Context: an optimization exercise on an open-source flow, tuned for small area. The choices shown serve that exercise and are no tape-out recipe.
Only simulation tests tie the RTL to the original design; equivalence was not proved.
Power and IR drop assume default switching activity.

Setup of old:
Design doc_axis_periphs, start of the top module:
module doc_axis_periphs (
    input               clk,
    input               reset_n,
    input               adc_avs_write_n,
    input               adc_avs_read_n,
    input  [3:0]        adc_avs_address,
    input  [31:0]       adc_avs_writedata,
    output [31:0]       adc_avs_readdata,
    output              adc_irq,
    input               pwm_avs_write_n,
    input               pwm_avs_read_n,
    input  [3:0]        pwm_avs_address,
    input  [31:0]       pwm_avs_writedata,
    output [31:0]       pwm_avs_readdata,
    input               sm_avs_write_n,
    input               sm_avs_read_n,
    input               sm_avs_address,
    input  [31:0]       sm_avs_writedata,
    output [31:0]       sm_avs_readdata,
    input               adc_pow_avs_write_n,
    input               adc_pow_avs_read_n,
    input  [3:0]        adc_pow_avs_address,
    input  [31:0]       adc_pow_avs_writedata,
    output [31:0]       adc_pow_avs_readdata,
    output              adc_pow_irq,
    output              pwm_sync_out,
    input               pwm_sync_in,
    input               adc_pow_sync_dat_u,
    input               adc_pow_sync_dat_w,
    output              adc_pow_overcurrent,
    input               adc_sync_dat_u,
    input               adc_sync_dat_w,
    output              adc_overcurrent,
    output [15:0]       pwm_carrier,
    output              pwm_carrier_latch,
    output              pwm_encoder_strobe_n,
    output              pwm_u_h,
    output              pwm_u_l,
    output              pwm_v_h,
    output              pwm_v_l,
    output              pwm_w_h,
    output              pwm_w_l,
    input               sm_overcurrent,
    input               sm_overvoltage,
    input               sm_undervoltage,
    input               sm_chopper,
    input               sm_dc_link_clk_err,
    input               sm_igbt_err,
    output              sm_error_out,
    output              sm_overcurrent_latch,
    output              sm_overvoltage_latch,
    output              sm_undervoltage_latch,
    output              sm_dc_link_clk_err_latch,
    output              sm_igbt_err_latch,
    output              sm_chopper_latch
);
Settings: LEC_CHECK=0, CAP_MARGIN=20, CORE_MARGIN=2, CORE_UTILIZATION=40, SLEW_MARGIN=20; clock period 10.0 ns.
run.sh (not shown) runs the stock make flow with config.mk's settings and CLKGATE_MAP_FILE= SYNTH_SCRIPT=/design/flow/synth_recipe.tcl, a recipe that flattens the netlist after the stock synthesis.
#### Input delta (new over old)
Settings: an added CTS_BUF_LIST of sky130_fd_sc_hd__clkbuf_4 sky130_fd_sc_hd__clkbuf_8.
Reported for new and old, number of I/O port buffers turned out identical to the last digit. Reported for new and old, post-synthesis instance area turned out identical to the last digit. Delta(number of filler cells placed in the layout, new - old) > 0. The multi-input gate share of the layout cell area of old and that of new are within noise of each other. The worst-path cell with the longest stage delay comes out sky130_fd_sc_hd__dfstp_2 in one run and sky130_fd_sc_hd__fa_1 in the other, namely in old and new respectively. The total track usage was comparable across new and old. Diff old -> new: post-layout total power moved down; utilization flat; final critical-path setup slack moved up; total leakage power increased by about 0.7% relative to the old numbers; average vias per placed instance went down.

run A:
Another version of the RTL of doc_axis_periphs (not shown whole).
Size in the first run: roughly 1400 flip-flops, ~330 I/O pins, roughly 0.067 mm^2 of cells after synthesis.
clock: 10.0 ns
lec_check: 0
abc_area: 1
cap_margin: 20
core_margin: 2
core_utilization: 70
gpl_timing_driven: 0
slew_margin: 20
buffer_ports_args: -buffer_cell sky130_fd_sc_hd__buf_1
cts_args: -sink_clustering_enable -repair_clock_nets -sink_clustering_size 18 -sink_clustering_max_diameter 60 -buf_list sky130_fd_sc_hd__clkbuf_8 -dont_use_dummy_load
standard.sh (not shown) runs the stock make flow with config.mk's settings and CLKGATE_MAP_FILE= SYNTH_SCRIPT=/design/flow/synth_recipe.tcl, a recipe that flattens the netlist after the stock synthesis.
==> flow/flow/run.sh <==
#!/bin/bash
# The standard layout (standard.sh) with two changes: every input and
# output port is buffered by the smallest buffer cell, and clock tree
# synthesis does not add dummy loads. standard.sh's full output goes to
# standard.log; ORFS's per-step logs stay under orfs/logs/.
set -euo pipefail
cat >> "$FLOW_CONFIG" <<'EOC'
export BUFFER_PORTS_ARGS = -buffer_cell sky130_fd_sc_hd__buf_1
export CTS_ARGS = -sink_clustering_enable -repair_clock_nets -sink_clustering_size 18 -sink_clustering_max_diameter 60 -buf_list sky130_fd_sc_hd__clkbuf_8 -dont_use_dummy_load
EOC
bash standard.sh > standard.log 2>&1
Run A: PASS, flow complete, no timing, DRC or antenna violations
What run B does differently from run A at the input level:
diff --git a/flow/config.mk b/flow/config.mk
--- a/flow/config.mk
+++ b/flow/config.mk
@@ -10,4 +10,3 @@
 export CORE_MARGIN = 2
-export CORE_UTILIZATION = 70
-export GPL_TIMING_DRIVEN = 0
+export CORE_UTILIZATION = 80
 export SLEW_MARGIN = 20
In the tables for run B and run A, power share of the clock group reads higher with run A. Compared with run A, run B shows number of cells on the critical path that has gone down by more than 10%. Relative to run A, run B improves total routed wirelength. For run B, the uppermost layer routed was met5, unlike run A, where it was met4. Of the two values seen for master of the slowest instance on the critical path, fa_2 was produced by run A and fa_1 by run B. Summary of run B over run A: final critical delay including setup and external delays up 91 ps, final design utilization up 8.0 points, cell area after layout down 0.0023 mm^2. Run B completed every stage of the flow, and the final layout passed the timing, design-rule and antenna checks. Run A was carried through to the last stage, and its layout satisfied the timing, design-rule and antenna checks. As far as area after synthesis goes, run A and run B are indistinguishable; the numbers are identical. Per the comparison of run B with run A, reg2reg setup slack moved down, die area moved down, part of the power in combinational logic level, share of power burned in registers moved up.
--- input diff run B..run C ---
diff --git a/flow/config.mk b/flow/config.mk
--- a/flow/config.mk
+++ b/flow/config.mk
@@ -10,3 +10,3 @@
 export CORE_MARGIN = 2
-export CORE_UTILIZATION = 80
+export CORE_UTILIZATION = 70
 export SLEW_MARGIN = 20
[summary]
Run C vs run B: logic gate share of total power down. Per the comparison of run C with run B, site row count picked up an extra 7, first-pass GRT wire length fell 5.2%, number of setup buffers added after CTS moved down, total power has decreased, area of combinational cells with multiple inputs saw little to no change. Run C against run B: sequential share of layout area went down by 0.20 points; final worst setup slack climbed 150 ps.

Another version of the RTL of doc_axis_periphs (not shown whole).
For scale: ~5400 cells after synthesis, about 330 I/O pins, ~68000 sq um of cells after synthesis.
clock: 10.0 ns
lec_check: 0
cap_margin: 20
core_margin: 2
core_utilization: 40
cts_cluster_diameter: 80
cts_cluster_size: 26
slew_margin: 20
run.sh (not shown) runs the stock make flow with config.mk's settings and CLKGATE_MAP_FILE= SYNTH_SCRIPT=/design/flow/synth_recipe.tcl, a recipe that flattens the netlist after the stock synthesis.
Stock flow here: none of the scripts above is used.
Rerun with:
CORE_UTILIZATION = 55   (was 40)
CTS_BUF_LIST = sky130_fd_sc_hd__clkbuf_8   (was not set)
CTS_CLUSTER_DIAMETER = 60   (was 80)
CTS_CLUSTER_SIZE = 16   (was 26)
Result: The changed run passed the timing, design-rule and antenna checks. Power is lower by 1.9%. Fmax hardly moves. Clock-buffer cell count is higher by 54.
Rerun with:
==> flow/flow/run.sh (new file) <==
#!/bin/bash
set -euo pipefail
cp standard.sh standard_sh.txt
echo 'export BUFFER_PORTS_ARGS = -buffer_cell sky130_fd_sc_hd__buf_1' >> "$FLOW_CONFIG"
bash standard.sh > standard.log 2>&1
==> flow/standard.sh (new file) <==
#!/bin/bash
# synth_recipe.tcl (not shown) runs the flow's synth.tcl, then flattens the netlist and writes it again
# the make line also repeats each setting of config.mk as NAME=value (left out here)
make -C /OpenROAD-flow-scripts/flow DESIGN_CONFIG=/design/flow/config.mk WORK_HOME=/design/flow/orfs CLKGATE_MAP_FILE= SYNTH_SCRIPT=/design/flow/synth_recipe.tcl "${@:-finish}"
BUFFER_PORTS_ARGS = -buffer_cell sky130_fd_sc_hd__buf_1   (was not set)
CORE_UTILIZATION = 40   (was 55)
CTS_BUF_LIST = not set   (was sky130_fd_sc_hd__clkbuf_8)
CTS_CLUSTER_DIAMETER = not set   (was 60)
CTS_CLUSTER_SIZE = not set   (was 16)
removed: flow/run.sh
After rerunning: Area after synthesis stays the same; cell area goes up by 2.9%; via count goes up by about 1.2%; wire length goes up by about 4.3%; total power goes up by 8.5%; first-iteration DRC count goes up by about 8%; clock skew goes up by 0.018 ns; clock power goes up by about 53%; worst hold slack improved by 0.011 ns.

port drivers added, routing unchanged:
No port has a modelled driver above. Below, the same layouts with a new extraction and two added sets of constraints. Step 1 assumes that a clkbuf_16 drives the clock port and a buf_2 every other input. Step 2, shift: input delay + t, output delay - t, t = (earliest + latest rising clock arrival at the registers) / 2. This alone moves slack from input paths to output paths. Three values: ideal ports, drivers, drivers and shift; two values: the first two.
| run | shift t [ns] | setup slack, ns | cell pins on the clock port's net |
|---|---|---|---|
| old | 0.857 | 0.295 / 0.219 / 0.329 | 1 |
| new | 1.008 | 0.312 / 0.263 / 0.312 | 1 |
| run A | 0.837 | 0.210 / 0.210 / 0.210 | 1 |
| run B | 0.818 | 0.120 / 0.120 / 0.120 | 1 |
| run C | 0.840 | 0.270 / 0.270 / 0.270 | 1 |
| the first run of note 3 | 0.792 | 0.311 / 0.311 / 0.311 | 1 |
| the second run of note 3 | 0.942 | 0.287 / 0.287 / 0.287 | 1 |
| the third run of note 3 | 0.856 | 0.362 / 0.362 / 0.362 | 1 |
After both steps every run listed still meets setup and hold.
